Source: an optimization exercise on an open RTL-to-GDS flow (aim: small area). Production flows keep margins and buffers that such runs may drop.
Function was checked by simulation only, so behaviour that the tests miss may differ from the original.
Power is estimated from default activity; no workload was simulated.

**flow/run.sh**
```bash
#!/bin/bash
# The standard layout, with three changes that only shrink the cells:
#  - ports are buffered with buf_1,
#  - the clock tree uses clkbuf_4/clkbuf_8 in clusters of 20 sinks and no
#    dummy loads,
#  - after placement, gates that synthesis upsized are sized back down where
#    timing allows (downsize.tcl), then slew/cap are repaired as usual.
# make's output goes to standard_*.log here and each tool's full log to
# orfs/logs; downsize.tcl's output goes to downsize.log.
set -euo pipefail
export BUFFER_PORTS_ARGS="-buffer_cell sky130_fd_sc_hd__buf_1"
export CTS_ARGS="-sink_clustering_enable -repair_clock_nets -dont_use_dummy_load -buf_list {sky130_fd_sc_hd__clkbuf_8} -sink_clustering_size 16 -sink_clustering_max_diameter 60"
bash standard.sh place > standard_place.log 2>&1

openroad -no_init -exit flow/downsize.tcl -log downsize_tool.log > downsize.log 2>&1 || true
bash standard.sh > standard_finish.log 2>&1
```
**flow/downsize.tcl**
```tcl
# Runs between the standard placement and clock-tree synthesis.
# Synthesis and the floorplan's timing repair (which works from wire-load
# models) leave some gates and buffers larger than the placed design needs.
# Size each combinational gate and buffer down to the smallest drive of the
# same function that keeps setup slack and slews comfortable, then let
# repair_design / repair_timing fix anything that is left.
set P $::env(FLOW_HOME)/platforms/sky130hd
set R orfs/results/sky130hd/FIFO/base
read_lef $P/lef/sky130_fd_sc_hd.tlef
read_lef $P/lef/sky130_fd_sc_hd_merged.lef
read_liberty $P/lib/sky130_fd_sc_hd__tt_025C_1v80.lib
read_db $R/3_place.odb
read_sdc $R/3_place.sdc
source $P/setRC.tcl
set_dont_use [concat [get_lib_cells sky130_fd_sc_hd__probe*] [get_lib_cells sky130_fd_sc_hd__lpflow_*]]
estimate_parasitics -placement
puts "area before [expr {[rsz::design_area] * 1e12}]"
report_worst_slack -max

set slew_cap 0.75e-9
set slack_floor 0.4e-9

proc ok_now {inst} {
  global slew_cap slack_floor
  estimate_parasitics -placement
  if {[sta::max_slew_violation_count] > 0} { return 0 }
  if {[sta::max_capacitance_violation_count] > 0} { return 0 }
  if {[sta::worst_slack_cmd max] < $slack_floor} { return 0 }
  foreach p [get_pins -of_objects $inst -filter "direction==output"] {
    if {[get_property $p slew_max] > $slew_cap * 1e9} { return 0 }
  }
  return 1
}
puts "slack [sta::worst_slack_cmd max] slew viol [sta::max_slew_violation_count]"

proc lib_area {lc} { return [get_property $lc area] }

set cands {}
foreach inst [get_cells *] {
  set m [get_property $inst ref_name]
  if {![regexp {^(sky130_fd_sc_hd__[a-z0-9]+)_([0-9]+)$} $m -> base sz]} { continue }
  if {[regexp {df|dl|clk|tap|fill|decap|conb|probe|lpflow} $base]} { continue }
  lappend cands [list [lib_area [get_lib_cells $m]] $inst $base $m]
}
set saved 0.0
foreach c [lsort -real -decreasing -index 0 $cands] {
  lassign $c a inst base m
  set smaller {}
  foreach lc [get_lib_cells ${base}_*] {
    if {![regexp "^${base}_\[0-9\]+\$" [get_name $lc]]} { continue }
    set la [lib_area $lc]
    if {$la < $a} { lappend smaller [list $la $lc] }
  }
  foreach s [lsort -real -increasing -index 0 $smaller] {
    lassign $s la lc
    replace_cell $inst $lc
    if {[ok_now $inst]} {
      set saved [expr {$saved + $a - $la}]
      puts "downsized [get_full_name $inst] $m -> [get_name $lc]"
      break
    }
    replace_cell $inst [get_lib_cells $m]
  }
}
estimate_parasitics -placement
puts "saved $saved"
repair_design -slew_margin 20 -cap_margin 20 -verbose
repair_timing -setup -verbose
puts "area after [expr {[rsz::design_area] * 1e12}]"
report_worst_slack -max
detailed_placement
check_placement
write_db $R/3_place.odb
```
**standard.sh**
```bash
#!/bin/bash
# synth_recipe.tcl (not shown) runs the flow's synth.tcl, then flattens the netlist and writes it again
# the make line also repeats each setting of config.mk as NAME=value (left out here)
make -C /OpenROAD-flow-scripts/flow DESIGN_CONFIG=/design/flow/config.mk WORK_HOME=/design/flow/orfs CLKGATE_MAP_FILE= SYNTH_SCRIPT=/design/flow/synth_recipe.tcl "${@:-finish}"
```
**config.mk**
```make
export PLATFORM = sky130hd
export DESIGN_NAME = FIFO
export DESIGN_NICKNAME = FIFO
export VERILOG_FILES = /design/flow/design.v
export SDC_FILE = /design/flow/constraint.sdc
export NUM_CORES = 4
export LEC_CHECK = 0
export CAP_MARGIN = 20
export CORE_MARGIN = 2
export CORE_UTILIZATION = 80
export PLACE_DENSITY = 0.9
export SLEW_MARGIN = 20
export SYNTH_HIERARCHICAL = 1
export SYNTH_MINIMUM_KEEP_SIZE = 0
```
**constraint.sdc**
```tcl
create_clock -name core_clock -period 5.0 [get_ports {clk}]
set_input_delay 1.0000 -clock core_clock [delete_from_list [all_inputs] [get_ports {clk}]]
set_output_delay 1.0000 -clock core_clock [all_outputs]
set_load 0.01 [all_outputs]
```
**design.v**
```verilog
module FIFO (
    output [WIDTH-1:0] data_out,         
    output valid,                        
    output [$clog2(DEPTH)-1:0] count,    
    output reg overflow,                 
    output reg underflow,                
    output full,                         
    output near_full,                    
    output near_empty,                   
    output empty,                        
    input [WIDTH-1:0] data_in,           
    input clk,                           
    input wr_en,                         
    input rd_en,                         
    input rst                            
);
parameter WIDTH = 8;
parameter DEPTH = 32;
parameter near_e_depth = 2;
parameter near_f_depth = 2;
localparam AW = $clog2(DEPTH);
reg [WIDTH-1:0] mem [0:DEPTH-1];
reg [AW-1:0]    n;
reg             none_read;
assign count      = n;
assign empty      = (n == 0);
assign full       = (n == DEPTH-1);
assign near_empty = (n <= near_e_depth) && !empty;
assign near_full  = (n >= (DEPTH-1 - near_f_depth)) && !full;
assign valid      = rd_en && !empty;
wire wr_ok = wr_en && !full;
wire rd_ok = rd_en && !empty;
wire cnt_up = wr_ok && !rd_ok;
wire cnt_dn = rd_ok && !wr_ok;
reg [AW-1:0] n_tgl;
integer t;
always @(*)
    for (t = 0; t < AW; t = t + 1)
        n_tgl[t] = (cnt_up && &(n | ({AW{1'b1}} << t))) ||
                   (cnt_dn && ~|(n & ~({AW{1'b1}} << t)));
always @(posedge clk or negedge rst) begin
    if (!rst) begin
        n         <= 'b0;
        overflow  <= 1'b0;
        underflow <= 1'b0;
        none_read <= 1'b1;
    end else begin
        n <= n ^ n_tgl;
        if (rd_ok)
            overflow <= 1'b0;
        else if (wr_en && full)
            overflow <= 1'b1;
        if (rd_en && empty)
            underflow <= 1'b1;
        else if (wr_ok)
            underflow <= 1'b0;
        if (rd_ok)
            none_read <= 1'b0;
    end
end
always @(posedge clk)
    if (wr_ok)
        mem[0] <= data_in;
genvar g;
generate
    for (g = 1; g < DEPTH; g = g + 1) begin : shift
        always @(posedge clk)
            if (wr_ok)
                mem[g] <= mem[g-1];
    end
endgenerate
wire [DEPTH-1:0] sel = {{(DEPTH-1){1'b0}}, !none_read} << n;
genvar b, j;
generate
    for (b = 0; b < WIDTH; b = b + 1) begin : rd
        wire [10:0] grp_n;
        for (j = 0; j < 10; j = j + 1) begin : g3
            FIFO_aoi222 u (
                .a1(mem[3*j][b]),   .a2(sel[3*j]),
                .b1(mem[3*j+1][b]), .b2(sel[3*j+1]),
                .c1(mem[3*j+2][b]), .c2(sel[3*j+2]),
                .y(grp_n[j]));
        end
        FIFO_aoi22 u30 (
            .a1(mem[30][b]), .a2(sel[30]),
            .b1(mem[31][b]), .b2(sel[31]),
            .y(grp_n[10]));
        assign data_out[b] = ~&grp_n;
    end
endgenerate
endmodule
module FIFO_aoi222 (input a1, a2, b1, b2, c1, c2, output y);
    assign y = ~((a1 & a2) | (b1 & b2) | (c1 & c2));
endmodule
module FIFO_aoi22 (input a1, a2, b1, b2, output y);
    assign y = ~((a1 & a2) | (b1 & b2));
endmodule
```
==> summary.txt, run 1 <==
Final layout
  • # nets final: 532
  • Multi-input logic area: between 1000 and 1500 µm²
  • Commonest non-fill, non-tap cell in the layout: edfxtp_1
  • Area grow syn2layout: 5.228%
  • Share of cells above drive strength 1: 5.814%
  • Fillcell total: 449
  • Inserted Diodes: 0
  • Reg area: 7889 µm²
  • Highest-count cells in the layout ignoring fill and taps: 256 x edfxtp_1, 80 x a222oi_1, 45 x nor2_1, 32 x buf_1, 24 x nand4_1

Die
  • I/O Pins: 32
  • Row count: 39
  • Initial Utilization: around 82%
  • Core Footprint: 11,470 µm²
  • DIE AREA: 12,700 µm²
  • Die height: 112.7 µm
  • Die X: 112.7 µm

Global routing
  • Busiest grt layer: met2
  • Initial antenna violation count: 0
  • Met2 Use GR: 50.42%
  • Largest net degree at the start of global routing: 166
  • GRT met1 Usage: approximately 43%
  • Gr usage total: 30.30%
  • GR Util met3: approximately 6%
  • Overflow after GRT: 0
  • First-pass GRT wire length: 29.12 mm
  • Vias in the first global route: roughly 5.0k

Detailed routing
  • Final wirelength: 19.30 mm
  • Residual DRC: 0
  • WL/cell: 29.29 µm
  • DR pass1 iterations: 11
  • DRT antenna net count: 0
  • Number of DRC markers in iteration 0: ~1.3k
  • Vias: 5,351
  • Via/cell ratio: 8.120

Logic synthesis
  • Synth top area share: around four fifths
  • Post-synth top flop: edfxtp_1
  • Number of enable flip-flop cells after synthesis: 256
  • Syn Inst Count: 469
  • Post-synth ARST share: 3.030%
  • Mean Syn Cell Area: 20.16 µm²
  • Cell type with the largest total area after synthesis: edfxtp_1
  • Most area-consuming cells after synthesis: edfxtp_1 81%, a222oi_1 8.5%, dfrtp_1 1.9%, nor2_1 1.8%, nand4_1 1.6%
  • Sequential area share after synthesis: between 80% and 90%
  • Synth Register Bits: 264
  • Mapped Area: 9454 µm²
  • Netlist cell types: 32
  • Post-Syn Nets: 483
  • Yosys warns: 9

Timing
  • Clock skew: 0.03792 ns
  • Final Hold Vio Count: 0
  • Setup ws final: 0.8310 ns
  • Final setup viols: 0
  • Period utilisation layout: 83.38%
  • RSZ-0062 raised after global routing: no
  • Final Max Tran Viols: 0
  • Slew HR: around 46%
  • Setup TNS: 0 ns
  • Worst hold slack: 0.4057 ns
  • Highest Clock Rate: 239.9 MHz
  • Fin crit period: around 4.2 ns
  • Slew @ Worst Pin: 0.8158 ns

Worst setup path
  • Worst path required time: around 4 ns
  • Critical R2R Capture: n[3]
  • CP max-delay cell: a222oi_1
  • Critical Path AT: 3.17 ns
  • Worst path cell trace: nor2_1, nand2_1, nor2_1, a222oi_1, nand4_1, nor2_1, nand4_1, buf_1
  • Critical path's most frequent cell: nor2_1
  • Nature of the critical path endpoint: primary output
  • R2R cell count: 7
  • Worst R2R Setup Slack: 1.49 ns
  • Crit Path Class: reg2out
  • Max FO, Critical Path: 13
  • Startpoint types: flip-flop
  • R2R Path Start: n[2]
  • Max incr delay on CP: just over 0.6 ns
  • WP buf/inv: 1
  • Delay-heaviest family, CP: simple AND/OR/NAND/NOR gates

Pwr
  • LEAKAGE: 0.003216 µW
  • Peak VDD IR: slightly below 0.4 mV
  • Total power: approximately 5000 µW
  • Pwr Density: 498.1 nW/µm²

Clock tree
  • Later-pin clock latency in the skew report: roughly 0.50 ns
  • CTS tree: yes
  • Clock tree buffer depth: 3
  • CTS resizes: 0
  • CTS Hold Bufs: 0
  • CTS root buf: clkbuf_8
  • # clock sinks: 264
  • CTS buffer count: 20
  • Post-CTS setup buffer count: 0
  • Clock transition at the registers of the reported paths: 0.10 ns
  • CTS HTree Levels: 1

Placement
  • Final GP Congestion: 0.9062
  • Dpl hpwl: roughly 13 mm
  • Number of port buffers: 31
  • Place WS: 1.334 ns

Min path
  • Worst hold path type: in2async

Status
  • Outcome: finished clean

Job
  • Maxcap violations: 0
==> worst max path at each step <==
stage,from,endpoint,depth (start not counted)
6_report,n[0],data_out[2],8
5_1_grt,n[2],data_out[1],8
4_1_cts,n[0],data_out[0],8
3_5_place_dp,n[0],data_out[0],8
3_3_place_gp,n[0],data_out[6],8
2_1_floorplan,wr_en,n[4],6
==> per-layer routing <==
layer | up-vias | part of all wire [%]
met5 | - | 0
met4 | 0 | 2.7
met3 | 59 | 13
met2 | 506 | 50
met1 | 2618 | 34
li1 | 2168 | -
==> power breakdown <==
group | internal [µW] | switching [µW] | total, µW
registers | 2770 | 210 | 2980
clock network | 360 | 582 | 942
logic | 326 | 707 | 1030
==> Yosys stat by module, one instance, submodules excluded <==
module,flip-flops and latches,copies in the design,cells inside,cell area (µm²)
FIFO,264,1,381,8553
FIFO_aoi22,0,8,1,12.51
FIFO_aoi222,0,80,1,10.01
==> cells in the mapped netlist (3+ instances only) <==
cell and count:
buf_2 4, a222oi_1 80, inv_1 3, nand4_1 24
xor2_1 3, xnor2_1 3, or2_2 3, dfrtp_1 7
nand2_1 6, a22oi_2 8, edfxtp_1 256, nor2_1 45
==> logic make-up (layout without fill, tap and decap cells) <==
logic type | after synthesis | after routing | share of synthesized area (%)
adder cells (fa/ha/maj) | 2 | 2 | 0.2646
multiplexers | 2 | 2 | 0.2118
XOR/XNOR | 6 | 6 | 0.5560
buffers and inverters | 11 | 58 | 0.6485
flip-flops | 264 | 264 | 83.44
AND/OR/NAND/NOR | 91 | 91 | 4.831
AO/OA/AOI/OAI | 93 | 93 | 10.05
==> layout make-up <==
class | count | area share (%)
clock buffers | 20 | 2.767
inverters | 3 | 0.1509
flip-flops and latches | 264 | 79.30
repair buffers | 35 | 1.509
well taps | 143 | 1.799
multi-input cells | 194 | 14.48
==> state kept, by name, indices dropped and copies added (netlist names) <==
signal	count
mem	256
n	5
underflow	1
overflow	1
none_read	1
==> through the flow <==
step | instance area [µm²] | utilization, % | instances
after detailed placement | 9767 | 85.17 | 639
after floorplan | 9479 | - | 469
final | 9948 | 86.75 | 659
after global routing | 9948 | 86.75 | 659
after global placement | 9767 | 85.17 | 639
after CTS | 9948 | 86.75 | 659
==> inputs of run 2 (changes only) <==
--- a/config.mk
+++ b/config.mk
@@ -7,8 +7,8 @@
 export LEC_CHECK = 0
 export CAP_MARGIN = 20
 export CORE_MARGIN = 2
-export CORE_UTILIZATION = 80
-export PLACE_DENSITY = 0.9
+export CORE_UTILIZATION = 65
+export PLACE_DENSITY = 0.75
 export SLEW_MARGIN = 20
 export SYNTH_HIERARCHICAL = 1
 export SYNTH_MINIMUM_KEEP_SIZE = 0
==> run 2 against run 1 <==
Net effect:
- clock power increased by 1%
- cell area increased by 0.59%
- first-iteration DRC count decreased by 27%
- fmax increased by 1.4%
- setup slack improved by 0.058 ns
- sequential share of layout area decreased by 0.47 points
- global-route usage decreased by 7.6 points
- clock-buffer cell count unchanged
- final cell count increased by 6.4%
- die area increased by 22%
==> summary.txt, run 2 <==
Die
  • Die X: 124.6 µm
  • Die height: 124.6 µm
  • Initial Utilization: approximately two thirds
  • Core Footprint: between 10,000 and 15,000 µm²
  • DIE AREA: 15,530 µm²
  • I/O Pins: 32
  • Row count: 44

Worst setup path
  • Worst R2R Setup Slack: about 1.5 ns
  • R2R cell count: 7
  • WP buf/inv: 1
  • Worst path cell trace: nand2_1, or2_2, nor2_1, a222oi_1, nand4_1, nor2_1, nand4_1, buf_1
  • Worst path required time: 4.00 ns
  • Critical R2R Capture: n[3]
  • Delay-heaviest family, CP: simple AND/OR/NAND/NOR gates
  • Max incr delay on CP: ~0.62 ns
  • R2R Path Start: n[2]
  • CP max-delay cell: dfrtp_1
  • Critical Path AT: between 3 and 4 ns
  • Max FO, Critical Path: 13
  • Startpoint types: flip-flop
  • Crit Path Class: reg2out
  • Nature of the critical path endpoint: primary output

Clock tree
  • Clock tree buffer depth: 3
  • Later-pin clock latency in the skew report: 0.50 ns
  • Post-CTS setup buffer count: 0
  • CTS resizes: 0
  • # clock sinks: 264
  • Clock transition at the registers of the reported paths: about 0.10 ns
  • CTS Hold Bufs: 0
  • CTS tree: yes
  • CTS root buf: clkbuf_8
  • CTS buffer count: 20
  • CTS HTree Levels: 1

Logic synthesis
  • Netlist cell types: 32
  • Number of enable flip-flop cells after synthesis: 256
  • Mapped Area: 9454 µm²
  • Sequential area share after synthesis: a little over four fifths
  • Synth top area share: 81.31%
  • Count leader, synth: edfxtp_1
  • Synth Register Bits: 264
  • Top cells by count, synth: 256 x edfxtp_1, 80 x a222oi_1, 45 x nor2_1
  • Post-synth top flop: edfxtp_1
  • Most area-consuming cells after synthesis: edfxtp_1 81%, a222oi_1 8.5%, dfrtp_1 1.9%, nor2_1 1.8%, nand4_1 1.6%
  • Post-synth ARST share: under 10%
  • Syn Inst Count: 469
  • Post-Syn Nets: 483
  • Yosys warns: 9
  • Mean Syn Cell Area: 20.16 µm²
  • Cell type with the largest total area after synthesis: edfxtp_1

Detailed routing
  • DR pass1 iterations: 6
  • Residual DRC: 0
  • Vias: 5,066
  • Final wirelength: 17.78 mm
  • Via/cell ratio: 7.227
  • Number of DRC markers in iteration 0: 939
  • WL/cell: 25.37 µm
  • DRT antenna net count: 0

Final layout
  • Area grow syn2layout: 5.850%
  • # nets final: 533
  • Top flop regs: mem x256, n x5
  • Reg with most FFs: mem
  • Inserted Diodes: 0
  • Highest-count cells in the layout ignoring fill and taps: 256 x edfxtp_1, 80 x a222oi_1, 45 x nor2_1, 32 x buf_1, 24 x nand4_1
  • Commonest non-fill, non-tap cell in the layout: edfxtp_1
  • Largest register FFs: approximately 260
  • Share of cells above drive strength 1: 5.996%

Timing
  • Final setup viols: 0
  • Period utilisation layout: slightly above 80%
  • Highest Clock Rate: 243.3 MHz
  • Slew @ Worst Pin: roughly 0.76 ns
  • Slew HR: about half
  • Final Hold Vio Count: 0
  • Final Max Tran Viols: 0
  • Setup TNS: 0 ns
  • RSZ-0062 raised after global routing: no
  • Clock skew: 0.04030 ns
  • Setup ws final: 0.8894 ns
  • Fin crit period: around 4.1 ns

Global routing
  • Gr usage total: 22.68%
  • Initial antenna violation count: 0
  • First-pass GRT wire length: around 28 mm
  • Largest net degree at the start of global routing: approximately 130
  • Vias in the first global route: approximately 4.9k
  • Overflow after GRT: 0

Pwr
  • Peak VDD IR: 0.3933 mV
  • Pwr Density: slightly below 500 nW/µm²
  • LEAKAGE: roughly 0.0032 µW

Placement
  • Number of port buffers: 31
  • Final GP Congestion: just over 0.8
  • Place WS: 1.355 ns
  • Dpl hpwl: 12.14 mm

Status
  • Outcome: finished clean

Job
  • Maxcap violations: 0

Min path
  • Worst hold path type: in2async
[run 2: per-stage QoR]
stage          std cells  utilization [%]  total power (µW)  hold slack (ns)  cell area (µm²)
4_1_cts              701            69.64              4916           0.4097            10010
5_1_grt              701            69.64              5122           0.4131            10010
2_1_floorplan        469                -              3659           0.4260             9479
3_5_place_dp         681            68.38              4020           0.4328             9826
6_report             701            69.64              4915           0.4058            10010
3_3_place_gp         681            68.38              3961           0.4311             9826
[run 2: power by group]
part	switching, µW	internal [µW]	total (µW)	leakage, µW
registers	195	2770	2960	0.00260
logic	670	326	996	0.000478
clock network	595	360	956	0.000144
[run 2: area by class of cell]
type | instances | area [µm²]
Tap cell | 184 | 230.2
Clock buffer | 20 | 275.3
Inverter | 3 | 15.01
Fill cell | 879 | 4362
Timing Repair Buffer | 36 | 157.7
Multi-Input combinational cell | 194 | 1440
Sequential cell | 264 | 7889
[run 2: per-layer routing]
layer,wire length (µm),GRT usage (%)
met5,0,0
met4,223,4.494
met3,1418,3.007
met2,8662,36.00
met1,7477,34.99
[run 2: logic make-up (layout without fill, tap and decap cells)]
family,count (synthesis),after routing,synth area share [%]
AOI/OAI and AO/OA,93,93,10.05
xor gates and xnor gates,6,6,0.5560
adders and majority gates,2,2,0.2646
buffers and inverters,11,59,0.6485
DFF,264,264,83.44
muxes,2,2,0.2118
and+or+nand+nor,91,91,4.831
[run 2: worst max path at each step]
stage	cells after the start	end	slack, ns	startpoint
4_1_cts	8	data_out[7]	0.95	n[0]
5_1_grt	8	data_out[7]	0.75	n[0]
3_3_place_gp	8	data_out[1]	1.47	n[0]
6_report	8	data_out[7]	0.89	n[0]
2_1_floorplan	6	n[4]	-0.80	wr_en
3_5_place_dp	8	data_out[7]	1.35	n[0]
[run 2: modules after synthesis (local to each module, per instance)]
module,flip-flops and latches,copies in the design,area (µm²)
FIFO_aoi222,0,80,10.01
FIFO,264,1,8553
FIFO_aoi22,0,8,12.51
[run 2: worst register-to-register path: stages (launching register included)]
cell and delay (ns):
dfrtp_1 0.58, nand3_1 0.39, o21ai_0 0.62, clkinvlp_4 0.83, ha_1 0.52, nand3_1 0.14, mux2i_1 0.12, xor2_1 0.16
==> inputs of run 3 (changes only) <==
--- a/flow/run.sh
+++ b/flow/run.sh
@@ -9,7 +9,7 @@
 # orfs/logs; downsize.tcl's output goes to downsize.log.
 set -euo pipefail
 export BUFFER_PORTS_ARGS="-buffer_cell sky130_fd_sc_hd__buf_1"
-export CTS_ARGS="-sink_clustering_enable -repair_clock_nets -dont_use_dummy_load -buf_list {sky130_fd_sc_hd__clkbuf_8} -sink_clustering_size 16 -sink_clustering_max_diameter 60"
+export CTS_ARGS="-sink_clustering_enable -repair_clock_nets -dont_use_dummy_load -buf_list {sky130_fd_sc_hd__clkbuf_4 sky130_fd_sc_hd__clkbuf_8} -sink_clustering_size 12 -sink_clustering_max_diameter 50"
 bash standard.sh place > standard_place.log 2>&1
 
 openroad -no_init -exit flow/downsize.tcl -log downsize_tool.log > downsize.log 2>&1 || true
--- a/config.mk
+++ b/config.mk
@@ -7,8 +7,8 @@
 export LEC_CHECK = 0
 export CAP_MARGIN = 20
 export CORE_MARGIN = 2
-export CORE_UTILIZATION = 65
-export PLACE_DENSITY = 0.75
+export CORE_UTILIZATION = 80
+export PLACE_DENSITY = 0.9
 export SLEW_MARGIN = 20
 export SYNTH_HIERARCHICAL = 1
 export SYNTH_MINIMUM_KEEP_SIZE = 0
==> run 3 against run 2 <==
Net effect:
- global-route usage up 7.7 points
- still clean
- largest cell class unchanged
- highest routed layer unchanged
- final cell count down 5.3%
- cell area about the same
- combinational power about the same
- sequential power about the same
- die area down 18%
==> summary.txt, run 3 <==
Clock tree
  • Clock transition at the registers of the reported paths: 0.09 ns
  • Clock tree buffer depth: 3
  • # clock sinks: about 260
  • CTS resizes: 0
  • CTS buffer count: 25
  • Post-CTS setup buffer count: 0
  • CTS root buf: clkbuf_8
  • Later-pin clock latency in the skew report: 0.52 ns
  • CTS Hold Bufs: 0
  • CTS HTree Levels: 1
  • CTS tree: yes

Placement
  • Dpl hpwl: 12.86 mm
  • Final GP Congestion: 0.9062
  • Number of port buffers: 31
  • Place WS: between 1 and 1.5 ns

Min path
  • Worst hold path type: in2async

Timing
  • RSZ-0062 raised after global routing: no
  • Slew @ Worst Pin: 0.8255 ns
  • Setup ws final: a little under 0.9 ns
  • Final Hold Vio Count: 0
  • Clock skew: 0.01447 ns
  • Slew HR: between 40 and 50%
  • Highest Clock Rate: approximately 240 MHz
  • Final setup viols: 0
  • Period utilisation layout: between 80% and 90%
  • Final Max Tran Viols: 0
  • Fin crit period: 4.132 ns
  • Worst hold slack: 0.3853 ns

Logic synthesis
  • Yosys warns: 9
  • Syn Inst Count: 469
  • Post-synth top flop: edfxtp_1
  • Mean Syn Cell Area: 20.16 µm²
  • Number of enable flip-flop cells after synthesis: 256
  • Most area-consuming cells after synthesis: edfxtp_1 81%, a222oi_1 8.5%, dfrtp_1 1.9%, nor2_1 1.8%, nand4_1 1.6%
  • Post-synth ARST share: 3.030%
  • Netlist cell types: 32
  • Count leader, synth: edfxtp_1
  • Synth top area share: 81.31%
  • Cell type with the largest total area after synthesis: edfxtp_1
  • Synth Register Bits: 264
  • Mapped Area: 9454 µm²
  • Sequential area share after synthesis: 83.44%
  • Post-Syn Nets: between 400 and 500
  • Top cells by count, synth: 256 x edfxtp_1, 80 x a222oi_1, 45 x nor2_1

Global routing
  • First-pass GRT wire length: 29.06 mm
  • Initial antenna violation count: 0
  • Gr usage total: a little under a third
  • Vias in the first global route: about 5k
  • Largest net degree at the start of global routing: 166
  • Overflow after GRT: 0

Detailed routing
  • Residual DRC: 0
  • Final wirelength: 19.21 mm
  • DR pass1 iterations: 9
  • Via/cell ratio: 7.991
  • DRT antenna net count: 0
  • Vias: 5,306
  • WL/cell: 28.93 µm
  • Number of DRC markers in iteration 0: roughly 1.1k

Final layout
  • Largest register FFs: between 200 and 300
  • Reg with most FFs: mem
  • Share of cells above drive strength 1: 6.718%
  • # nets final: 537
  • Top flop regs: mem x256, n x5
  • Commonest non-fill, non-tap cell in the layout: edfxtp_1
  • Area grow syn2layout: 5.955%
  • Highest-count cells in the layout ignoring fill and taps: 256 x edfxtp_1, 80 x a222oi_1, 45 x nor2_1, 32 x buf_1, 25 x clkbuf_8
  • Inserted Diodes: 0

Worst setup path
  • Critical Path AT: 3.13 ns
  • Worst path required time: 4.00 ns
  • Crit Path Class: reg2out
  • Max incr delay on CP: about 0.6 ns
  • WP buf/inv: 1
  • Nature of the critical path endpoint: primary output
  • Max FO, Critical Path: 13
  • CP max-delay cell: dfrtp_1
  • Startpoint types: flip-flop
  • Delay-heaviest family, CP: simple AND/OR/NAND/NOR gates
  • Worst path cell trace: nand2_1, or2_2, nor2_1, a222oi_1, nand4_1, nor2_1, nand4_1, buf_1

Pwr
  • Peak VDD IR: approximately 0.37 mV
  • LEAKAGE: around 0.0033 µW
  • Pwr Density: around 510 nW/µm²

Die
  • Die height: 112.7 µm
  • I/O Pins: 32
  • Die X: 112.7 µm
  • Core Footprint: 11,470 µm²
  • DIE AREA: 12,700 µm²
  • Row count: 39
  • Initial Utilization: approximately 82%

Job
  • Maxcap violations: 0

Status
  • Outcome: finished clean
==> run 3: cell counts after synthesis <==
Identical to the previous run, type by type.
==> run 3: report_power, final <==
part	switching, µW	total (µW)	internal (µW)
Combinational	705	1030	326
Clock	610	1050	445
Sequential	210	2980	2770
Total	1520	5070	3540
==> run 3: path summary, 6_finish.rpt <==
check	start	endpoint	slack, ns	cells past startpoint
setup / recovery	n[0]	data_out[0]	0.87	8
min in group core_clock	mem[21][1]	mem[22][1]	0.45	0
max in group asynchronous	rst	none_read	4.26	1
hold reg to reg	mem[21][1]	mem[22][1]	0.45	0
hold / removal	rst	n[3]	0.39	1
setup reg to reg	n[2]	n[3]	1.41	7
==> run 3: metal layers <==
| metal | global-route usage (%) | up-vias | part of all wire, % |
|---|---|---|---|
| li1 | - | 2174 | - |
| met5 | 0 | - | 0 |
| met2 | 49.38 | 445 | 49 |
| met1 | 42.65 | 2623 | 36 |
| met4 | 9.756 | 0 | 2.7 |
| met3 | 6.749 | 64 | 12 |
==> run 3: worst register-to-register path: stages (launching register included) <==
cell and delay [ns]:
dfrtp_1 0.58, nand3_1 0.41, o21ai_0 0.68, clkinvlp_4 0.82, ha_1 0.51, nand3_1 0.15
mux2i_1 0.14, xor2_1 0.17
==> run 3: layout make-up <==
type,instances,area (µm²)
Timing Repair Buffer,35,150.1
Fill cell,430,1450
Inverter,3,15.01
Sequential cell,264,7889
Clock buffer,25,344.1
Tap cell,143,178.9
Multi-Input combinational cell,194,1440
==> run 3: logic make-up (layout without fill, tap and decap cells) <==
| group | after synthesis | count (layout) | synth area share (%) |
|---|---|---|---|
| muxes | 2 | 2 | 0.2118 |
| DFF | 264 | 264 | 83.44 |
| and+or+nand+nor | 91 | 91 | 4.831 |
| buffers and inverters | 11 | 63 | 0.6485 |
| AOI/OAI and AO/OA | 93 | 93 | 10.05 |
| adders and majority gates | 2 | 2 | 0.2646 |
| xor gates and xnor gates | 6 | 6 | 0.5560 |
==> run 3: stage by stage <==
| stage | util (%) | std cells | TNS, ns | cell area (µm²) | power [µW] |
|---|---|---|---|---|---|
| floorplan | - | 469 | -82.73 | 9479 | 3659 |
| global placement | 85.17 | 639 | 0 | 9767 | 3935 |
| finish | 87.35 | 664 | 0 | 10020 | 5068 |
| CTS | 87.35 | 664 | 0 | 10020 | 5036 |
| global route | 87.35 | 664 | 0 | 10020 | 5218 |
| detailed placement | 85.17 | 639 | 0 | 9767 | 4043 |
==> run 3: per-module statistics from Yosys, one instance, submodules excluded <==
module,copies in the design,cells,flip-flops and latches,cell area [µm²]
FIFO_aoi222,80,1,0,10.01
FIFO,1,381,264,8553
FIFO_aoi22,8,1,0,12.51
==> inputs of run 4 (changes only) <==
--- a/flow/run.sh
+++ b/flow/run.sh
@@ -9,7 +9,7 @@
 # orfs/logs; downsize.tcl's output goes to downsize.log.
 set -euo pipefail
 export BUFFER_PORTS_ARGS="-buffer_cell sky130_fd_sc_hd__buf_1"
-export CTS_ARGS="-sink_clustering_enable -repair_clock_nets -dont_use_dummy_load -buf_list {sky130_fd_sc_hd__clkbuf_4 sky130_fd_sc_hd__clkbuf_8} -sink_clustering_size 12 -sink_clustering_max_diameter 50"
+export CTS_ARGS="-sink_clustering_enable -repair_clock_nets -dont_use_dummy_load -buf_list {sky130_fd_sc_hd__clkbuf_8} -sink_clustering_size 22 -sink_clustering_max_diameter 45"
 bash standard.sh place > standard_place.log 2>&1
 
 openroad -no_init -exit flow/downsize.tcl -log downsize_tool.log > downsize.log 2>&1 || true
==> run 4 against run 3 <==
Net effect:
- still clean on timing, DRC and antenna
- global-route usage decreased by 0.11 points
- total power decreased by 3.5%
- register-to-register slack lost 0.08 ns
- synthesized cell count stayed put
- final cell count shrank 1.1%
- clock power decreased by 15%
- routed wire length fell by 1.7%
- hold slack improved by 0.029 ns
- non-clock buffer count is the same
- critical endpoint is now data_out[5]
- highest routed layer unchanged
==> summary.txt, run 4 <==
Status
  • Outcome: finished clean

Final layout
  • # nets final: 530
  • Commonest non-fill, non-tap cell in the layout: edfxtp_1
  • Inserted Diodes: 0
  • Share of cells above drive strength 1: about 5.4%
  • Final core occ: 86.51%
  • Fillcell total: 467
  • Highest-count cells in the layout ignoring fill and taps: 256 x edfxtp_1, 80 x a222oi_1, 45 x nor2_1, 32 x buf_1, 24 x nand4_1
  • Area grow syn2layout: 4.936%
  • Top flop regs: mem x256, n x5
  • Reg with most FFs: mem
  • Largest register FFs: 256

Die
  • Row count: 39
  • Initial Utilization: 82.44%
  • Core Footprint: 11,470 µm²
  • Die height: between 100 and 150 µm
  • DIE AREA: roughly 13,000 µm²
  • Die X: 112.7 µm
  • I/O Pins: 32

Logic synthesis
  • Post-Syn Nets: 483
  • Number of enable flip-flop cells after synthesis: 256
  • Top cells by count, synth: 256 x edfxtp_1, 80 x a222oi_1, 45 x nor2_1
  • Yosys warns: 9
  • Post-synth top flop: edfxtp_1
  • Post-synth ARST share: 3.030%
  • Synth top area share: 81.31%
  • Synth Register Bits: ~260
  • Mean Syn Cell Area: 20.16 µm²
  • Cell type with the largest total area after synthesis: edfxtp_1
  • Sequential area share after synthesis: 83.44%
  • Count leader, synth: edfxtp_1
  • Most area-consuming cells after synthesis: edfxtp_1 81%, a222oi_1 8.5%, dfrtp_1 1.9%, nor2_1 1.8%, nand4_1 1.6%
  • Mapped Area: about 9500 µm²
  • Syn Inst Count: 469
  • Netlist cell types: 32

Clock tree
  • CTS tree: yes
  • Post-CTS setup buffer count: 0
  • Clock tree buffer depth: 3
  • Clock transition at the registers of the reported paths: 0.10 ns
  • CTS Hold Bufs: 0
  • # clock sinks: 264
  • Later-pin clock latency in the skew report: a little over 0.5 ns
  • CTS buffer count: 18
  • CTS HTree Levels: 1
  • CTS root buf: clkbuf_8
  • CTS resizes: 0

Pwr
  • LEAKAGE: about 0.0032 µW
  • Peak VDD IR: 0.3866 mV
  • Pwr Density: 493.2 nW/µm²

Worst setup path
  • CP max-delay cell: a222oi_1
  • R2R cell count: 4
  • Crit path capture: data_out[5]
  • Nature of the critical path endpoint: primary output
  • Critical R2R Capture: mem[29][6]
  • Delay-heaviest family, CP: simple AND/OR/NAND/NOR gates
  • Worst path cell trace: or3_1, nor4_1, buf_1, a222oi_1, nand4_1, nor2_1, nand4_1, buf_1
  • CP Depth: 8
  • Worst R2R Setup Slack: between 1 and 1.5 ns
  • WP buf/inv: 2
  • Max FO, Critical Path: 12
  • Critical Path Start: n[2]
  • Startpoint types: flip-flop
  • R2R Path Start: n[2]
  • Crit Path Class: reg2out
  • Worst path required time: 4.00 ns
  • Max incr delay on CP: between 0.5 and 0.6 ns
  • Critical Path AT: 3.08 ns

Timing
  • Final Max Tran Viols: 0
  • Final Hold Vio Count: 0
  • Final setup viols: 0
  • Fin crit period: slightly above 4 ns
  • Slew HR: 39.30%
  • Period utilisation layout: between 80 and 90%
  • RSZ-0062 raised after global routing: no
  • Worst hold slack: around 0.41 ns
  • Setup TNS: 0 ns
  • Highest Clock Rate: approximately 240 MHz
  • Clock skew: about 0.038 ns
  • Slew @ Worst Pin: 0.9104 ns

Global routing
  • First-pass GRT wire length: 28.92 mm
  • Initial antenna violation count: 0
  • Vias in the first global route: ~5.0k
  • Largest net degree at the start of global routing: 166
  • Gr usage total: 30.24%
  • Overflow after GRT: 0

Min path
  • Worst hold path type: in2async

Detailed routing
  • WL/cell: 28.74 µm
  • Residual DRC: 0
  • Number of DRC markers in iteration 0: 1,297
  • DR pass1 iterations: 12
  • Vias: 5,325
  • Final wirelength: ~19 mm
  • DRT antenna net count: 0
  • Via/cell ratio: 8.105

Placement
  • Number of port buffers: 31
  • Final GP Congestion: 0.9062
  • Dpl hpwl: 12.86 mm

Job
  • Maxcap violations: 0
[run 4: cell counts after synthesis]
No cell type changed its count.
[run 4: report_power, final]
group	switching [µW]	internal (µW)	total [µW]
sequential	211	2770	2980
clock	567	326	893
combinational	692	325	1020
[run 4: kinds of logic after synthesis]
| kind of cell | share of synthesized area [%] |
|---|---|
| flip-flops | 83.44 |
| AO/OA/AOI/OAI | 10.05 |
| AND/OR/NAND/NOR | 4.831 |
| buffers and inverters | 0.6485 |
| XOR/XNOR | 0.5560 |
| multiplexers | 0.2118 |
| adder cells (fa/ha/maj) | 0.2646 |
[run 4: worst min path at each step]
| stage | startpoint | endpoint | cells after the start | slack (ns) |
|---|---|---|---|---|
| 3_3_place_gp | mem[15][3] | mem[16][3] | 0 | 0.43 |
| 3_5_place_dp | mem[6][3] | mem[7][3] | 0 | 0.43 |
| 6_report | rst | n[1] | 1 | 0.41 |
| 5_1_grt | rst | n[1] | 1 | 0.43 |
| 2_1_floorplan | mem[9][0] | mem[10][0] | 0 | 0.43 |
| 4_1_cts | rst | n[1] | 1 | 0.41 |
[run 4: cell type report]
class                   instances  area, µm²  area share [%]
multi-input cells             194       1440           14.52
flip-flops and latches        264       7889           79.52
well taps                     143      178.9           1.804
repair buffers                 35      150.1           1.513
clock buffers                  18      247.7           2.497
inverters                       3      15.01          0.1513
[run 4: Yosys stat by module (local to each module, per instance)]
module       cells  flops+latches  cell area, µm²  copies in the design
FIFO           381            264            8553                     1
FIFO_aoi22       1              0           12.51                     8
FIFO_aoi222      1              0           10.01                    80
[run 4: worst reg2reg max path, stage by stage (launching register included)]
cell	delay, ns
dfrtp_1	0.58
nand3_1	0.41
o21ai_0	0.70
clkinvlp_4	0.84
buf_12	0.50
[run 4: per-layer routing]
| metal | up-vias | routed length, µm | track usage, % | part of all wire (%) |
|---|---|---|---|---|
| met1 | 2598 | 6715 | 43.37 | 36 |
| met4 | 0 | 615 | 8.618 | 3.3 |
| li1 | 2165 | - | - | - |
| met2 | 495 | 9452 | 50.18 | 50 |
| met5 | - | 0 | 0 | 0 |
| met3 | 67 | 2098 | 5.035 | 11 |
[run 4: stage by stage]
stage	instances	setup WS [ns]	area (µm²)	power (µW)
after global routing	657	0.7669	9921	5053
after global placement	639	1.563	9767	3935
after detailed placement	639	1.334	9767	4043
after CTS	657	0.9646	9921	4872
after floorplan	469	-0.8034	9479	3659
final	657	0.9151	9921	4893
==> inputs of run 5 (changes only) <==
==> flow/run.sh (replaced) <==
#!/bin/bash
# The standard layout (standard.sh), with changes that only shrink cells:
#  - ports are buffered with buf_1 instead of clkdlybuf4s50_1,
#  - the clock tree is built from clkbuf_8 in clusters of at most 18 sinks
#    within 50 um, without dummy loads,
#  - after placement, gates that synthesis or the floorplan's wire-load
#    timing repair upsized are sized back down where timing allows
#    (downsize.tcl); repair_design / repair_timing then run as usual.
# make's output goes to standard_*.log here and each tool's full log to
# orfs/logs; downsize.tcl's output goes to downsize.log.
set -euo pipefail
export BUFFER_PORTS_ARGS="-buffer_cell sky130_fd_sc_hd__buf_1"
export CTS_ARGS="-sink_clustering_enable -repair_clock_nets -dont_use_dummy_load -buf_list {sky130_fd_sc_hd__clkbuf_8} -sink_clustering_size 20 -sink_clustering_max_diameter 50"
bash standard.sh place > standard_place.log 2>&1
openroad -no_init -exit flow/downsize.tcl > downsize.log 2>&1 || true
bash standard.sh > standard_finish.log 2>&1
==> run 5 against run 4 <==
Net effect:
- still clean on timing, DRC and antenna
- setup slack worse by 0.021 ns
- combinational power hardly changed
- die area stayed put
- largest power group unchanged
==> summary.txt, run 5 <==
Placement
  • Final GP Congestion: 0.9062
  • Dpl hpwl: 12.86 mm
  • Placed cells: 639
  • Number of port buffers: 31

Logic synthesis
  • Post-Syn Nets: 483
  • Syn Inst Count: 469
  • Number of enable flip-flop cells after synthesis: ~260
  • Top cells by count, synth: 256 x edfxtp_1, 80 x a222oi_1, 45 x nor2_1
  • Post-synth ARST share: roughly 3.0%
  • Synth Area in XOR/XNOR: 0.5558%
  • Mux cell area share after synthesis: less than 1%
  • Cell type with the largest total area after synthesis: edfxtp_1
  • Most area-consuming cells after synthesis: edfxtp_1 81%, a222oi_1 8.5%, dfrtp_1 1.9%, nor2_1 1.8%, nand4_1 1.6%
  • Mapped Area: 9454 µm²
  • Synth top area share: 81.31%
  • Netlist cell types: 32
  • Yosys warns: 9
  • Synth Area in Compound Gates: 10.04%
  • Post-synth top flop: edfxtp_1
  • Mean Syn Cell Area: 20.16 µm²
  • Main combinational cell family by area after synthesis: compound AO/OA/AOI/OAI gates
  • Adder-Cell Fraction of Synth Area: 0.2647%
  • Sequential area share after synthesis: about 83%
  • Synth Register Bits: 264
  • Simple-Gate Fraction of Synth Area: 4.831%
  • Count leader, synth: edfxtp_1

Timing
  • Clock skew: 0.02733 ns
  • Final Max Tran Viols: 0
  • Highest Clock Rate: 243.6 MHz
  • RSZ-0062 raised after global routing: no
  • Final Hold Vio Count: 0
  • Period utilisation layout: 82.12%
  • Fin crit period: 4.106 ns
  • Final setup viols: 0
  • Slew @ Worst Pin: 0.8202 ns
  • Slew HR: 45.32%
  • Worst hold slack: just over 0.4 ns

Final layout
  • Inserted Diodes: 0
  • Area grow syn2layout: 4.791%
  • Highest-count cells in the layout ignoring fill and taps: 256 x edfxtp_1, 80 x a222oi_1, 45 x nor2_1, 32 x buf_1, 24 x nand4_1
  • Reg with most FFs: mem
  • Share of cells above drive strength 1: 5.263%
  • Largest register FFs: about 260
  • Non-Filler Instances: between 600 and 700
  • Commonest non-fill, non-tap cell in the layout: edfxtp_1
  • # nets final: 529
  • Top flop regs: mem x256, n x5

Worst setup path
  • Startpoint types: flip-flop
  • R2R Path Start: n[2]
  • Critical Path AT: 3.11 ns
  • Worst path cell trace: nand2_1, or2_2, nor2_1, a222oi_1, nand4_1, nor2_1, nand4_1, buf_1
  • Crit Path Class: reg2out
  • Worst path required time: ~4 ns
  • CP max-delay cell: dfrtp_1
  • Max FO, Critical Path: 12
  • Max incr delay on CP: 0.61 ns
  • Critical Path Start: n[1]
  • Nature of the critical path endpoint: primary output

Die
  • Die X: 112.7 µm
  • DIE AREA: 12,700 µm²
  • Core Footprint: 11,470 µm²
  • I/O Pins: 32
  • Die height: roughly 110 µm
  • Row count: 39
  • Initial Utilization: 82.44%

Pwr
  • Peak VDD IR: 0.3845 mV
  • Total power: 4884 µW
  • Seq pwr share: 61.0%
  • LEAKAGE: 0.003194 µW
  • Clock share of power: 18.0%
  • Sw Pwr: 1480 µW
  • Internal Pwr Total: 3404 µW
  • Comb power frac: 21.0%
  • Pwr Density: 493.0 nW/µm²
  • Net Sw Frac: between 30% and 40%

Detailed routing
  • Via/cell ratio: approximately 8.0
  • DR pass1 iterations: 7
  • Residual DRC: 0
  • Final wirelength: 18.95 mm
  • WL/cell: 28.89 µm
  • DRT antenna net count: 0
  • Vias: 5,241
  • Number of DRC markers in iteration 0: 1,318

Clock tree
  • CTS Hold Bufs: 0
  • CTS tree: yes
  • CTS HTree Levels: 1
  • CTS root buf: clkbuf_8
  • Post-CTS setup buffer count: 0
  • Clock transition at the registers of the reported paths: 0.10 ns
  • CTS buffer count: 17
  • Clock tree buffer depth: 3
  • Later-pin clock latency in the skew report: 0.52 ns
  • CTS resizes: 0
  • # clock sinks: 264

Global routing
  • First-pass GRT wire length: 29.06 mm
  • Initial antenna violation count: 0
  • Vias in the first global route: 5,019
  • Largest net degree at the start of global routing: 166
  • Gr usage total: between 30% and 40%
  • Overflow after GRT: 0

Status
  • Outcome: finished clean

Min path
  • Worst hold path type: in2async

Job
  • Maxcap violations: 0
==> run 5: cell types whose count changed in the layout (fill, tap and decap cells not counted) <==
cell	change
clkbuf_8	-1
==> run 5: worst max-delay path: cells and delay by family (launching register included) <==
family	cells	cell delay (ns)
and+or+nand+nor	6	1.52
AOI/OAI and AO/OA	1	0.30
buffers and inverters	1	0.16
DFF	1	0.61
==> run 5: path summary, 6_finish.rpt <==
| kind | end | slack [ns] | depth (start not counted) |
|---|---|---|---|
| worst min-delay path | n[1] | 0.41 | 1 |
| worst min register to register | mem[4][1] | 0.45 | 0 |
| worst max-delay path | data_out[0] | 0.89 | 8 |
| min in group core_clock | mem[4][1] | 0.45 | 0 |
| max in group asynchronous | none_read | 4.25 | 1 |
| worst max register to register | n[3] | 1.47 | 7 |
==> run 5: layer usage <==
metal / up-vias / global-route usage (%) / wire length (µm)
met5: - / 0 / 0
met4: 0 / 8.374 / 425
met3: 54 / 5.999 / 2243
met2: 439 / 50.46 / 9557
met1: 2576 / 43.14 / 6722
li1: 2172 / - / -
==> run 5: layout make-up <==
| type | count | area (µm²) |
|---|---|---|
| clock buffer | 17 | 234.0 |
| fill | 458 | 1560 |
| inverter | 3 | 15.01 |
| multi-input combinational | 194 | 1440 |
| sequential | 264 | 7889 |
| tap | 143 | 178.9 |
| timing repair buffer | 35 | 150.1 |
==> run 5: cell families after synthesis <==
family,Yosys count
simple gates,91
flops,264
buf+inv,11
mux,2
xor+xnor,6
fa+ha+maj,2
compound gates,93
==> run 5: per-module statistics from Yosys, one instance, submodules excluded <==
| module | cell area, µm² | flip-flops and latches | cells inside |
|---|---|---|---|
| FIFO_aoi222 | 10.01 | 0 | 1 |
| FIFO | 8553 | 264 | 381 |
| FIFO_aoi22 | 12.51 | 0 | 1 |
==> run 5: power groups by stage <==
stage	clock, µW	sequential, µW	combinational [µW]
3_3_place_gp	0	2990	947
4_1_cts	883	2970	1010
3_5_place_dp	0	3030	1020
5_1_grt	950	3010	1090
2_1_floorplan	0	2940	718
6_report	878	2980	1030
==> run 5: stage by stage <==
step                      utilization, %  cell area [µm²]  setup WS (ns)  TNS, ns
after floorplan                        -             9479        -0.8034   -82.73
after global placement             85.17             9767          1.563        0
after detailed placement           85.17             9767          1.334        0
after CTS                          86.39             9907         0.9337        0
after global routing               86.39             9907         0.7525        0
final                              86.39             9907         0.8942        0
==> inputs of run 6 (changes only) <==
--- a/flow/run.sh
+++ b/flow/run.sh
@@ -10,7 +10,7 @@
 # orfs/logs; downsize.tcl's output goes to downsize.log.
 set -euo pipefail
 export BUFFER_PORTS_ARGS="-buffer_cell sky130_fd_sc_hd__buf_1"
-export CTS_ARGS="-sink_clustering_enable -repair_clock_nets -dont_use_dummy_load -buf_list {sky130_fd_sc_hd__clkbuf_8} -sink_clustering_size 20 -sink_clustering_max_diameter 50"
+export CTS_ARGS="-sink_clustering_enable -repair_clock_nets -dont_use_dummy_load -buf_list {sky130_fd_sc_hd__clkbuf_8} -sink_clustering_size 18 -sink_clustering_max_diameter 50"
 bash standard.sh place > standard_place.log 2>&1
 openroad -no_init -exit flow/downsize.tcl > downsize.log 2>&1 || true
 bash standard.sh > standard_finish.log 2>&1
==> run 6 against run 5 <==
Net effect:
- combinational power about the same
- register-to-register slack lost 0.03 ns
- sequential power about the same
- die area did not move
- routed wire length decreased by 0.45%
- synthesized cell count stayed put
- clock power up 4.4%
- flip-flop and latch count stayed put
- total power is 0.70% higher
- critical path depth unchanged
==> summary.txt, run 6 <==
Pwr
  • Comb power frac: roughly a fifth
  • Clock share of power: 18.7%
  • Net Sw Frac: 30.09%
  • Peak VDD IR: 0.4398 mV
  • Pwr Density: 495.1 nW/µm²
  • LEAKAGE: 0.003208 µW
  • Seq pwr share: approximately three fifths
  • Internal Pwr Total: 3439 µW
  • Sw Pwr: 1480 µW

Global routing
  • Initial antenna violation count: 0
  • Vias in the first global route: 5,058
  • First-pass GRT wire length: 28.79 mm
  • Overflow after GRT: 0
  • Gr usage total: 30.06%
  • Largest net degree at the start of global routing: 166

Final layout
  • Share of cells above drive strength 1: under 10%
  • # nets final: 531
  • Inserted Diodes: 0
  • Highest-count cells in the layout ignoring fill and taps: 256 x edfxtp_1, 80 x a222oi_1, 45 x nor2_1, 32 x buf_1, 24 x nand4_1
  • Largest register FFs: 256
  • Top flop regs: mem x256, n x5
  • Commonest non-fill, non-tap cell in the layout: edfxtp_1
  • Area grow syn2layout: 5.082%
  • Reg with most FFs: mem

Clock tree
  • # clock sinks: 264
  • CTS Hold Bufs: 0
  • Clock tree buffer depth: 3
  • CTS tree: yes
  • CTS HTree Levels: 1
  • Clock transition at the registers of the reported paths: 0.10 ns
  • CTS buffer count: 19
  • Later-pin clock latency in the skew report: 0.50 ns
  • Post-CTS setup buffer count: 0
  • CTS resizes: 0
  • CTS root buf: clkbuf_8

Worst setup path
  • R2R Path Start: n[2]
  • Worst path required time: around 4 ns
  • Crit path capture: data_out[5]
  • Nature of the critical path endpoint: primary output
  • R2R cell count: 7
  • Critical Path Start: n[0]
  • Crit Path Class: reg2out
  • Startpoint types: flip-flop
  • Critical R2R Capture: n[4]
  • Max FO, Critical Path: 13
  • Critical Path AT: approximately 3.1 ns
  • Worst R2R Setup Slack: 1.44 ns

Detailed routing
  • Residual DRC: 0
  • Vias: about 5.3k
  • DRT antenna net count: 0
  • DR pass1 iterations: 9
  • Number of DRC markers in iteration 0: 1,255
  • Final wirelength: 18.86 mm
  • Via/cell ratio: 8.014
  • WL/cell: 28.67 µm

Placement
  • Number of port buffers: 31
  • Dpl hpwl: 12.86 mm
  • Final GP Congestion: 0.9062

Die
  • Core Footprint: 11,470 µm²
  • Row count: 39
  • Die height: 112.7 µm
  • Initial Utilization: 82.44%
  • I/O Pins: 32
  • DIE AREA: ~13,000 µm²
  • Die X: 112.7 µm

Timing
  • Period utilisation layout: approximately four fifths
  • Highest Clock Rate: 244.2 MHz
  • Setup TNS: 0 ns
  • Fin crit period: 4.095 ns
  • Slew HR: 44.77%
  • Worst hold slack: between 0.4 and 0.5 ns
  • Slew @ Worst Pin: 0.8254 ns
  • Final setup viols: 0
  • Final Max Tran Viols: 0
  • Final Hold Vio Count: 0
  • Clock skew: 0.03934 ns
  • RSZ-0062 raised after global routing: no

Logic synthesis
  • Yosys warns: 9
  • Post-Syn Nets: 483
  • Mapped Area: 9454 µm²
  • Most area-consuming cells after synthesis: edfxtp_1 81%, a222oi_1 8.5%, dfrtp_1 1.9%, nor2_1 1.8%, nand4_1 1.6%
  • Sequential area share after synthesis: 83.44%
  • Synth top area share: 81.31%
  • Post-synth ARST share: 3.030%
  • Post-synth top flop: edfxtp_1
  • Mean Syn Cell Area: just over 20 µm²
  • Netlist cell types: 32
  • Top cells by count, synth: 256 x edfxtp_1, 80 x a222oi_1, 45 x nor2_1
  • Count leader, synth: edfxtp_1
  • Number of enable flip-flop cells after synthesis: 256
  • Syn Inst Count: 469
  • Cell type with the largest total area after synthesis: edfxtp_1
  • Synth Register Bits: 264

Status
  • Outcome: finished clean

Min path
  • Hold Crit Start: mem[8][2]
  • Worst hold path type: reg2reg

Job
  • Maxcap violations: 0
## run 6: cell counts after synthesis
No cell type changed its count.
## run 6: power by group through the flow
stage                     combinational (µW)  sequential [µW]  clock [µW]
final                                   1020             2980         917
after detailed placement                1020             3030           0
after global routing                    1090             3010         992
after CTS                               1000             2970         920
after global placement                   947             2990           0
after floorplan                          718             2940           0
## run 6: kinds of logic after synthesis
group | share of synthesized area, %
adders and majority gates | 0.2646
xor gates and xnor gates | 0.5560
muxes | 0.2118
and+or+nand+nor | 4.831
AOI/OAI and AO/OA | 10.05
DFF | 83.44
buffers and inverters | 0.6485
## run 6: worst max-delay path: stages, from the launching register on
cell      delay (ns)
dfrtp_1         0.62
nor2_1          0.07
nand2_1         0.34
nor2_1          0.28
a222oi_1        0.56
nand4_1         0.26
nor2_1          0.20
nand4_1         0.12
buf_1           0.16
## run 6: how the worst min path moves through the flow
stage | slack [ns] | to | depth (start not counted)
3_5_place_dp | 0.43 | mem[7][3] | 0
6_report | 0.41 | mem[9][2] | 0
5_1_grt | 0.40 | mem[9][2] | 0
4_1_cts | 0.40 | mem[9][2] | 0
3_3_place_gp | 0.43 | mem[16][3] | 0
2_1_floorplan | 0.43 | mem[10][0] | 0
## run 6: area by class of cell
cell class                 count  area (µm²)
sequential                   264        7889
fill                         455        1533
multi-input combinational    194        1440
clock buffer                  19       261.5
tap                          143       178.9
timing repair buffer          35       150.1
inverter                       3       15.01
## run 6: modules after synthesis, one instance, submodules excluded
module       copies in the design  cell area (µm²)  cells inside  flops+latches
FIFO                            1             8553           381            264
FIFO_aoi22                      8            12.51             1              0
FIFO_aoi222                    80            10.01             1              0
## run 6: metrics by stage
stage               instance area, µm²  setup WS [ns]  utilization [%]  std cells  power, µW
detailed placement                9767          1.334            85.17        639       4043
global route                      9935         0.7538            86.63        658       5084
finish                            9935         0.9045            86.63        658       4919
CTS                               9935         0.9551            86.63        658       4894
floorplan                         9479        -0.8034                -        469       3659
global placement                  9767          1.563            85.17        639       3935
## run 6: per-layer routing
layer,share of wire (%),up-vias,GRT usage (%)
met5,0,-,0
li1,-,2165,-
met3,12,41,6.160
met1,36,2624,42.74
met2,51,443,49.50
met4,2.1,0,8.374
==> inputs of run 7 (changes only) <==
--- a/flow/run.sh
+++ b/flow/run.sh
@@ -10,7 +10,7 @@
 # orfs/logs; downsize.tcl's output goes to downsize.log.
 set -euo pipefail
 export BUFFER_PORTS_ARGS="-buffer_cell sky130_fd_sc_hd__buf_1"
-export CTS_ARGS="-sink_clustering_enable -repair_clock_nets -dont_use_dummy_load -buf_list {sky130_fd_sc_hd__clkbuf_8} -sink_clustering_size 18 -sink_clustering_max_diameter 50"
+export CTS_ARGS="-sink_clustering_enable -repair_clock_nets -dont_use_dummy_load -buf_list {sky130_fd_sc_hd__clkbuf_8} -sink_clustering_size 19 -sink_clustering_max_diameter 60"
 bash standard.sh place > standard_place.log 2>&1
 openroad -no_init -exit flow/downsize.tcl > downsize.log 2>&1 || true
 bash standard.sh > standard_finish.log 2>&1
==> run 7 against run 6 <==
Net effect:
- sequential share of layout area grew 0.22 points
- first-iteration DRC count decreased by 8.2%
- total power decreased by 0.92%
- clock power down 5.3%
- setup slack got worse by 0.029 ns
- fmax fell by 0.72%
- clock skew shrank 0.031 ns
- sequential power is essentially flat
- critical path depth did not move
- flip-flop and latch count did not move
- final cell count down 0.30%
- cell area is 0.28% lower
- largest power group unchanged
==> summary.txt, run 7 <==
Timing
  • Highest Clock Rate: between 200 and 250 MHz
  • Final Hold Vio Count: 0
  • Fin crit period: 4.125 ns
  • Period utilisation layout: 82.50%
  • Final Max Tran Viols: 0
  • Slew HR: a little over two fifths
  • RSZ-0062 raised after global routing: no
  • Final setup viols: 0
  • Slew @ Worst Pin: 0.8473 ns
  • Clock skew: 0.008192 ns

Pwr
  • Comb power frac: 21.1%
  • Sw Pwr: 1469 µW
  • Seq pwr share: 61.1%
  • LEAKAGE: 0.003194 µW
  • Total power: 4873 µW
  • Pwr Density: roughly 500 nW/µm²
  • Peak VDD IR: roughly 0.39 mV
  • Net Sw Frac: between 30% and 40%
  • Clock share of power: 17.8%
  • Internal Pwr Total: 3404 µW

Detailed routing
  • Final wirelength: approximately 19 mm
  • DR pass1 iterations: 9
  • WL/cell: 28.69 µm
  • Vias: between 5k and 6k
  • Residual DRC: 0
  • Number of DRC markers in iteration 0: 1,152
  • DRT antenna net count: 0
  • Via/cell ratio: 8.049

Die
  • DIE AREA: 12,700 µm²
  • Core Footprint: 11,470 µm²
  • I/O Pins: 32
  • Die height: 112.7 µm
  • Die X: 112.7 µm
  • Initial Utilization: 82.44%
  • Row count: 39

Clock tree
  • CTS HTree Levels: 1
  • Clock tree buffer depth: 3
  • Later-pin clock latency in the skew report: approximately 0.50 ns
  • CTS Hold Bufs: 0
  • CTS resizes: 0
  • Clock transition at the registers of the reported paths: ~0.10 ns
  • CTS buffer count: 17
  • CTS root buf: clkbuf_8
  • CTS tree: yes
  • Post-CTS setup buffer count: 0
  • # clock sinks: 264

Final layout
  • Reg with most FFs: mem
  • Inserted Diodes: 0
  • Largest register FFs: 256
  • Commonest non-fill, non-tap cell in the layout: edfxtp_1
  • Top flop regs: mem x256, n x5
  • Area grow syn2layout: 4.791%
  • Final core occ: 86.39%
  • Share of cells above drive strength 1: 5.263%
  • Highest-count cells in the layout ignoring fill and taps: 256 x edfxtp_1, 80 x a222oi_1, 45 x nor2_1, 32 x buf_1, 24 x nand4_1
  • # nets final: 529

Global routing
  • Gr usage total: a little under a third
  • Busiest grt layer: met2
  • Met2 Use GR: between 50% and 60%
  • Vias in the first global route: 4,972
  • First-pass GRT wire length: 28.87 mm
  • GR Util met3: 5.410%
  • Overflow after GRT: 0
  • GRT met1 Usage: 43.04%
  • Largest net degree at the start of global routing: 166
  • Initial antenna violation count: 0

Status
  • Outcome: finished clean

Worst setup path
  • Nature of the critical path endpoint: primary output
  • R2R Path Start: n[2]
  • WP buf/inv: 2
  • Max FO, Critical Path: 12
  • Crit Path Class: reg2out
  • Worst path cell trace: or3_1, nor4_1, buf_1, a222oi_1, nand4_1, nor2_1, nand4_1, buf_1
  • Max incr delay on CP: 0.60 ns
  • Critical Path AT: 3.12 ns
  • Startpoint types: flip-flop
  • Delay-heaviest family, CP: simple AND/OR/NAND/NOR gates
  • CP max-delay cell: a222oi_1
  • Critical Path Start: n[2]
  • Worst path required time: 4.00 ns

Logic synthesis
  • Cell type with the largest total area after synthesis: edfxtp_1
  • Sequential area share after synthesis: about 83%
  • Synth top area share: 81.31%
  • Most area-consuming cells after synthesis: edfxtp_1 81%, a222oi_1 8.5%, dfrtp_1 1.9%, nor2_1 1.8%, nand4_1 1.6%
  • Number of enable flip-flop cells after synthesis: about 260
  • Mapped Area: 9454 µm²
  • Netlist cell types: 32
  • Yosys warns: 9
  • Post-synth ARST share: 3.030%
  • Syn Inst Count: 469
  • Post-Syn Nets: 483
  • Top cells by count, synth: 256 x edfxtp_1, 80 x a222oi_1, 45 x nor2_1
  • Count leader, synth: edfxtp_1
  • Mean Syn Cell Area: 20.16 µm²
  • Synth Register Bits: roughly 260
  • Post-synth top flop: edfxtp_1

Placement
  • Dpl hpwl: 12.86 mm
  • Final GP Congestion: 0.9062
  • Number of port buffers: 31

Min path
  • Worst hold path type: in2async

Job
  • Maxcap violations: 0
## run 7: logic make-up after synthesis
family                     share of synthesized area, %
DFF                                               83.44
buffers and inverters                            0.6485
muxes                                            0.2118
adders and majority gates                        0.2646
AOI/OAI and AO/OA                                 10.05
xor gates and xnor gates                         0.5560
and+or+nand+nor                                   4.831
## run 7: worst reg2reg max path, delay by kind of cell, from the launching register on
kind	cells	cell delay (ns)
buf+inv	1	0.81
compound gates	1	0.67
flops	1	0.59
simple gates	2	0.55
fa+ha+maj	1	0.50
xor+xnor	1	0.16
mux	1	0.12
## run 7: per-stage QoR
| step | std cells | worst slack (ns) | instance area (µm²) | hold WS (ns) | TNS, ns |
|---|---|---|---|---|---|
| floorplan | 469 | -0.8034 | 9479 | 0.4260 | -82.73 |
| global placement | 639 | 1.563 | 9767 | 0.4291 | 0 |
| detailed placement | 639 | 1.334 | 9767 | 0.4321 | 0 |
| CTS | 656 | 0.9334 | 9907 | 0.4039 | 0 |
| global route | 656 | 0.7555 | 9907 | 0.4342 | 0 |
| finish | 656 | 0.8750 | 9907 | 0.4181 | 0 |
## run 7: cell type report
class / instances / area (µm²)
multi-input cells: 194 / 1440
flip-flops and latches: 264 / 7889
well taps: 143 / 178.9
inverters: 3 / 15.01
clock buffers: 17 / 234.0
repair buffers: 35 / 150.1
fillers: 462 / 1560
## run 7: layer usage
metal,vias up,share of wire (%)
li1,2161,-
met1,2625,37
met2,437,51
met3,57,10
met4,0,2.3
met5,-,0
## run 7: worst paths after layout
check                               to  slack, ns  depth (start not counted)
max in group asynchronous    none_read       4.24                          1
min reg2reg                 mem[22][1]       0.46                          0
min                               n[3]       0.42                          1
max                        data_out[5]       0.88                          8
min in group core_clock     mem[22][1]       0.46                          0
max reg2reg                       n[3]       1.48                          7
## run 7: power by group through the flow
stage | logic (µW) | clock network, µW | registers, µW
floorplan | 718 | 0 | 2940
global placement | 947 | 0 | 2990
detailed placement | 1020 | 0 | 3030
CTS | 1010 | 878 | 2970
global route | 1090 | 939 | 3010
finish | 1030 | 868 | 2980
## run 7: per-module statistics from Yosys (local to each module, per instance)
| module | copies in the design | cells inside | flops+latches | cell area [µm²] |
|---|---|---|---|---|
| FIFO_aoi22 | 8 | 1 | 0 | 12.51 |
| FIFO | 1 | 381 | 264 | 8553 |
| FIFO_aoi222 | 80 | 1 | 0 | 10.01 |
==> inputs of run 8 (changes only) <==
--- a/flow/run.sh
+++ b/flow/run.sh
@@ -1,8 +1,8 @@
 #!/bin/bash
 # The standard layout (standard.sh), with changes that only shrink cells:
 #  - ports are buffered with buf_1 instead of clkdlybuf4s50_1,
-#  - the clock tree is built from clkbuf_8 in clusters of at most 18 sinks
-#    within 50 um, without dummy loads,
+#  - the clock tree is built from clkbuf_8 in clusters of at most 19 sinks
+#    within 60 um, without dummy loads,
 #  - after placement, gates that synthesis or the floorplan's wire-load
 #    timing repair upsized are sized back down where timing allows
 #    (downsize.tcl); repair_design / repair_timing then run as usual.
==> run 8 against run 7 <==
Net effect:
- still clean
- register-to-register slack about the same
- total power did not move
- fmax stayed put
- clock skew unchanged
- synthesized area is the same
- cell area did not move
- routed wire length stayed put
- utilization did not move
- flip-flop and latch count unchanged
- critical path type unchanged
- critical endpoint unchanged
- largest cell class unchanged
- highest routed layer unchanged
==> summary.txt, run 8 <==
Status
  • Outcome: finished clean

Die
  • I/O Pins: 32
  • Core Footprint: 11,470 µm²
  • DIE AREA: 12,700 µm²
  • Die X: ~110 µm
  • Die height: ~110 µm

Logic synthesis
  • Sequential area share after synthesis: 83.44%
  • Count leader, synth: edfxtp_1
  • Post-Syn Nets: 483
  • Most area-consuming cells after synthesis: edfxtp_1 81%, a222oi_1 8.5%, dfrtp_1 1.9%, nor2_1 1.8%, nand4_1 1.6%
  • Synth Register Bits: 264
  • Syn Inst Count: 469
  • Post-synth top flop: edfxtp_1
  • Number of enable flip-flop cells after synthesis: about 260
  • Post-synth ARST share: 3.030%
  • Mean Syn Cell Area: around 20 µm²

Clock tree
  • Post-CTS setup buffer count: 0
  • CTS buffer count: 17
  • CTS tree: yes
  • CTS root buf: clkbuf_8
  • CTS Hold Bufs: 0
  • CTS HTree Levels: 1
  • Clock tree buffer depth: 3
  • Clock transition at the registers of the reported paths: 0.10 ns
  • CTS resizes: 0

Global routing
  • Overflow after GRT: 0
  • Largest net degree at the start of global routing: 166
  • Busiest grt layer: met2
  • First-pass GRT wire length: 28.87 mm
  • GRT met1 Usage: 43.04%
  • Gr usage total: 30.06%
  • Met2 Use GR: about 50%

Detailed routing
  • Final wirelength: 18.82 mm
  • Number of DRC markers in iteration 0: 1,152
  • Residual DRC: 0
  • WL/cell: 28.69 µm

Final layout
  • Reg with most FFs: mem
  • Highest-count cells in the layout ignoring fill and taps: 256 x edfxtp_1, 80 x a222oi_1, 45 x nor2_1, 32 x buf_1, 24 x nand4_1
  • Commonest non-fill, non-tap cell in the layout: edfxtp_1
  • # nets final: 529
  • Top flop regs: mem x256, n x5
  • Area grow syn2layout: 4.791%

Timing
  • Slew HR: approximately 44%
  • Slew @ Worst Pin: around 0.85 ns
  • Highest Clock Rate: between 200 and 250 MHz
  • Final Hold Vio Count: 0
  • Worst hold slack: between 0.4 and 0.5 ns
  • RSZ-0062 raised after global routing: no
  • Period utilisation layout: 82.50%
  • Final setup viols: 0
  • Final Max Tran Viols: 0

Pwr
  • LEAKAGE: 0.003194 µW
  • Peak VDD IR: 0.3927 mV
  • Sw Pwr: roughly 1500 µW
  • Net Sw Frac: 30.14%
  • Clock share of power: 17.8%
  • Internal Pwr Total: about 3400 µW
  • Comb power frac: 21.1%
  • Total power: a little under 5000 µW

Min path
  • Worst hold path type: in2async

Job
  • Maxcap violations: 0

Placement
  • Final GP Congestion: 0.9062
  • Dpl hpwl: 12.86 mm

Worst setup path
  • Worst path required time: 4.00 ns
  • Max incr delay on CP: 0.60 ns
  • Delay-heaviest family, CP: simple AND/OR/NAND/NOR gates
  • WP buf/inv: 2
  • Worst path cell trace: or3_1, nor4_1, buf_1, a222oi_1, nand4_1, nor2_1, nand4_1, buf_1
  • Critical Path AT: 3.12 ns
  • Crit Path Class: reg2out
  • CP max-delay cell: a222oi_1
run 8: worst paths after layout:
kind | startpoint | end | slack (ns) | cells past startpoint
setup / recovery | n[2] | data_out[5] | 0.88 | 8
hold / removal | rst | n[3] | 0.42 | 1
setup reg to reg | n[2] | n[3] | 1.48 | 7
hold reg to reg | mem[21][1] | mem[22][1] | 0.46 | 0
max in group asynchronous | rst | none_read | 4.24 | 1
min in group core_clock | mem[21][1] | mem[22][1] | 0.46 | 0
run 8: power groups by stage:
stage	clock (µW)	sequential [µW]	combinational (µW)
after floorplan	0	2940	718
after global placement	0	2990	947
after detailed placement	0	3030	1020
after CTS	878	2970	1010
after global routing	939	3010	1090
final	868	2980	1030
run 8: area by class of cell:
class / count / area [µm²]
sequential: 264 / 7889
inverter: 3 / 15.01
timing repair buffer: 35 / 150.1
fill: 462 / 1560
multi-input combinational: 194 / 1440
clock buffer: 17 / 234.0
tap: 143 / 178.9
run 8: Yosys stat by module, one instance, submodules excluded:
module / flip-flops and latches / copies in the design / area [µm²] / cells
FIFO_aoi22: 0 / 8 / 12.51 / 1
FIFO: 264 / 1 / 8553 / 381
FIFO_aoi222: 0 / 80 / 10.01 / 1
run 8: layer usage:
layer / up-vias / routed length (µm)
li1: 2161 / -
met1: 2625 / 6926
met2: 437 / 9517
met3: 57 / 1947
met4: 0 / 432
met5: - / 0
run 8: stage by stage:
stage               worst slack, ns  instances  area [µm²]  setup TNS [ns]  util, %
floorplan                   -0.8034        469        9479          -82.73        -
finish                       0.8750        656        9907               0    86.39
CTS                          0.9334        656        9907               0    86.39
global placement              1.563        639        9767               0    85.17
detailed placement            1.334        639        9767               0    85.17
global route                 0.7555        656        9907               0    86.39
run 8: logic make-up after synthesis:
family	Yosys count	share of synthesized area (%)
AOI/OAI and AO/OA	93	10.05
xor gates and xnor gates	6	0.5560
adders and majority gates	2	0.2646
buffers and inverters	11	0.6485
DFF	264	83.44
muxes	2	0.2118
and+or+nand+nor	91	4.831

Check on run 8: ideal ports give 0.875 ns setup slack; a clkbuf_16 on the clock port and buf_2 on the inputs give 0.838 ns; moving port delays by the midpoint clock arrival (0.530 ns) as well gives 1.367 ns.
